From an optimization exercise on the open Yosys and OpenROAD flow, aimed at small area; shortcuts taken in it are not production practice. Only simulation tests tie the RTL to the original design; equivalence was not proved.

==> inputs of run a <==
## risc8
module risc8(cycle, write, ifetch, iack, ie, address, data_out, scan_out, clk, rst_n, nmi, intr, ready, data_in, scan_in, scan_en, scan_mode);
export LEC_CHECK = 0
export ABC_AREA = 1
export CAP_MARGIN = 20
export CORE_MARGIN = 2
export CORE_UTILIZATION = 50
export CTS_BUF_LIST = sky130_fd_sc_hd__clkbuf_16
export CTS_CLUSTER_DIAMETER = 60
export CTS_CLUSTER_SIZE = 20
export SLEW_MARGIN = 20
create_clock -name core_clock -period 8.0 [get_ports {clk}]
run.sh (not shown) runs the stock make flow with config.mk's settings and CLKGATE_MAP_FILE= SYNTH_SCRIPT=/design/flow/synth_recipe.tcl, a recipe that flattens the netlist after the stock synthesis.
==> run b: changes against run a <==
==> flow/flow/run.sh (new file) <==
#!/bin/bash
# Layout flow: the standard flow (standard.sh), with three changes:
#  - synthesis maps logic with an area-oriented ABC script (flow/area.abc:
#    choice computation + area mapping, no delay-driven restructuring,
#    buffering or sizing). Registers are untouched: Yosys maps them before
#    ABC runs, exactly as in synth_recipe.tcl. Placement, CTS and routing then
#    repair timing, slew and capacitance as usual.
#  - every input and output port gets a buffer as in the standard flow, but of
#    the smallest buffer cell (buf_1); the resizer upsizes any that need it.
#  - clock tree synthesis as ORFS runs it (clkbuf_8, sink clusters of at most
#    15 sinks within 50 um) but without dummy loads.
# All tool output goes to standard.log here and to ORFS's own logs under orfs/logs.
set -euo pipefail
HERE=$(pwd)
# synth_recipe.tcl with the abc command redirected to flow/area.abc
{
  head -n 1 synth_recipe.tcl
  echo "proc abc {args} { set i [lsearch -exact \$args -script]; if {\$i >= 0} { lset args [expr {\$i + 1}] $HERE/flow/area.abc }; yosys abc {*}\$args }"
  tail -n +2 synth_recipe.tcl
} > area_synth.tcl
bash standard.sh SYNTH_SCRIPT=$HERE/area_synth.tcl \
  "BUFFER_PORTS_ARGS=-buffer_cell sky130_fd_sc_hd__buf_1" \
  "CTS_ARGS=-sink_clustering_enable -repair_clock_nets -sink_clustering_size 15 -sink_clustering_max_diameter 50 -buf_list sky130_fd_sc_hd__clkbuf_8 -dont_use_dummy_load" \
  finish > standard.log 2>&1
==> flow/flow/area.abc (new file) <==
strash
dch
amap
topo
==> flow/standard.sh (new file) <==
#!/bin/bash
# synth_recipe.tcl (not shown) runs the flow's synth.tcl, then flattens the netlist and writes it again
# the make line also repeats each setting of config.mk as NAME=value (left out here)
make -C /OpenROAD-flow-scripts/flow DESIGN_CONFIG=/design/flow/config.mk WORK_HOME=/design/flow/orfs CLKGATE_MAP_FILE= SYNTH_SCRIPT=/design/flow/synth_recipe.tcl "${@:-finish}"
Settings changed: CTS_BUF_LIST sky130_fd_sc_hd__clkbuf_16 to sky130_fd_sc_hd__clkbuf_8, CTS_CLUSTER_DIAMETER 60 to 50, CTS_CLUSTER_SIZE 20 to 15, GPL_TIMING_DRIVEN set to 0, SETUP_SLACK_MARGIN set to 0.4.
removed: flow/run.sh
==> run c: changes against run a <==
==> flow/flow/run.sh (new file) <==
#!/bin/bash
# Layout flow: the standard flow (standard.sh) unchanged, except that the
# synthesis maps logic with an area-oriented ABC script (flow/area.abc: choice
# computation + area mapping, no delay-driven restructuring, buffering or
# sizing); placement, CTS and routing repair timing, slew and capacitance as
# usual. Registers are untouched: Yosys maps them before ABC runs, exactly as
# in synth_recipe.tcl.
set -euo pipefail
HERE=$(pwd)
# synth_recipe.tcl with the abc command redirected to flow/area.abc
{
  head -n 1 synth_recipe.tcl
  echo "proc abc {args} { set i [lsearch -exact \$args -script]; if {\$i >= 0} { lset args [expr {\$i + 1}] $HERE/flow/area.abc }; yosys abc {*}\$args }"
  tail -n +2 synth_recipe.tcl
} > area_synth.tcl
bash standard.sh SYNTH_SCRIPT=$HERE/area_synth.tcl finish > standard.log 2>&1
==> flow/flow/area.abc (new file) <==
strash
dch
amap
topo
==> flow/standard.sh (new file) <==
#!/bin/bash
# synth_recipe.tcl (not shown) runs the flow's synth.tcl, then flattens the netlist and writes it again
# the make line also repeats each setting of config.mk as NAME=value (left out here)
make -C /OpenROAD-flow-scripts/flow DESIGN_CONFIG=/design/flow/config.mk WORK_HOME=/design/flow/orfs CLKGATE_MAP_FILE= SYNTH_SCRIPT=/design/flow/synth_recipe.tcl "${@:-finish}"
removed: flow/run.sh
==> comparison table <==
| quantity | run b | run a | run c |
|---|---|---|---|
| Run status | finished clean | finished clean | finished clean |
| Fmax | 136 MHz | 152 MHz | 139 MHz |
| Most Crowded Layer GR | met2 | met1 | met2 |
| Non-clock buffer total of the final layout | 61 | 65 | 127 |
| Crit-path max FO | 19 | 16 | 12 |
| Time the worst path needs with I/O delays and setup | 7370 ps | 6590 ps | 7170 ps |
| Vert. Die Dim | 185 um | 193 um | 185 um |
| Fraction of the yosys area taken by sequential cells | 0.441 | 0.407 | 0.441 |
| Slowest cell on crit path | dfrtp_1 | o21ai_2 | dfrtp_1 |
| Complex-gate fraction of the synthesized area | 0.278 | 0.191 | 0.278 |
| Number of inverters outside the clock class in the layout | 279 | 354 | 279 |
| Final standard cell count with taps included and fillers excluded | 2465 | 2924 | 2543 |
| Reg-to-reg startpoint | U_control.b_addr[1] | U_alu.mul | U_control.b_addr[1] |
| Post-synthesis instance area | 0.0164 mm2 | 0.0178 mm2 | 0.0164 mm2 |
| Drt initial violations | 2558 | 3312 | 2690 |
| Peak per-stage delay on the critical path | 710 ps | 610 ps | 610 ps |
| Multi-input gates | 1382 | 1732 | 1382 |
| Met2 usage in global routing | 0.627 | 0.587 | 0.626 |

-- static timing again, ports no longer ideal --
The flow's constraints put no driver on any port. The routed layouts listed below were extracted and timed again, unchanged, in two steps. Step 1 sets driving cells, clkbuf_16 on the clock port and buf_2 on the other inputs (assumed; they add their load-dependent delay and slew). Step 2 times the ports against the registers' clock, not the clock port: input delays grow and output delays shrink by t, the midpoint of the rising clock arrivals with the driver on. Slacks: ideal / step 1 / step 2; pairs: ideal / step 1.
run | t (ns) | setup WS [ns] | worst setup path after step 2
run a | 0.635 | 1.414 / 1.414 / 1.414 | register to register
run b | 0.644 | 0.635 / 0.635 / 0.635 | register to register
run c | 0.621 | 0.827 / 0.827 / 0.827 | register to register
After both steps setup and hold are still met in every run listed.
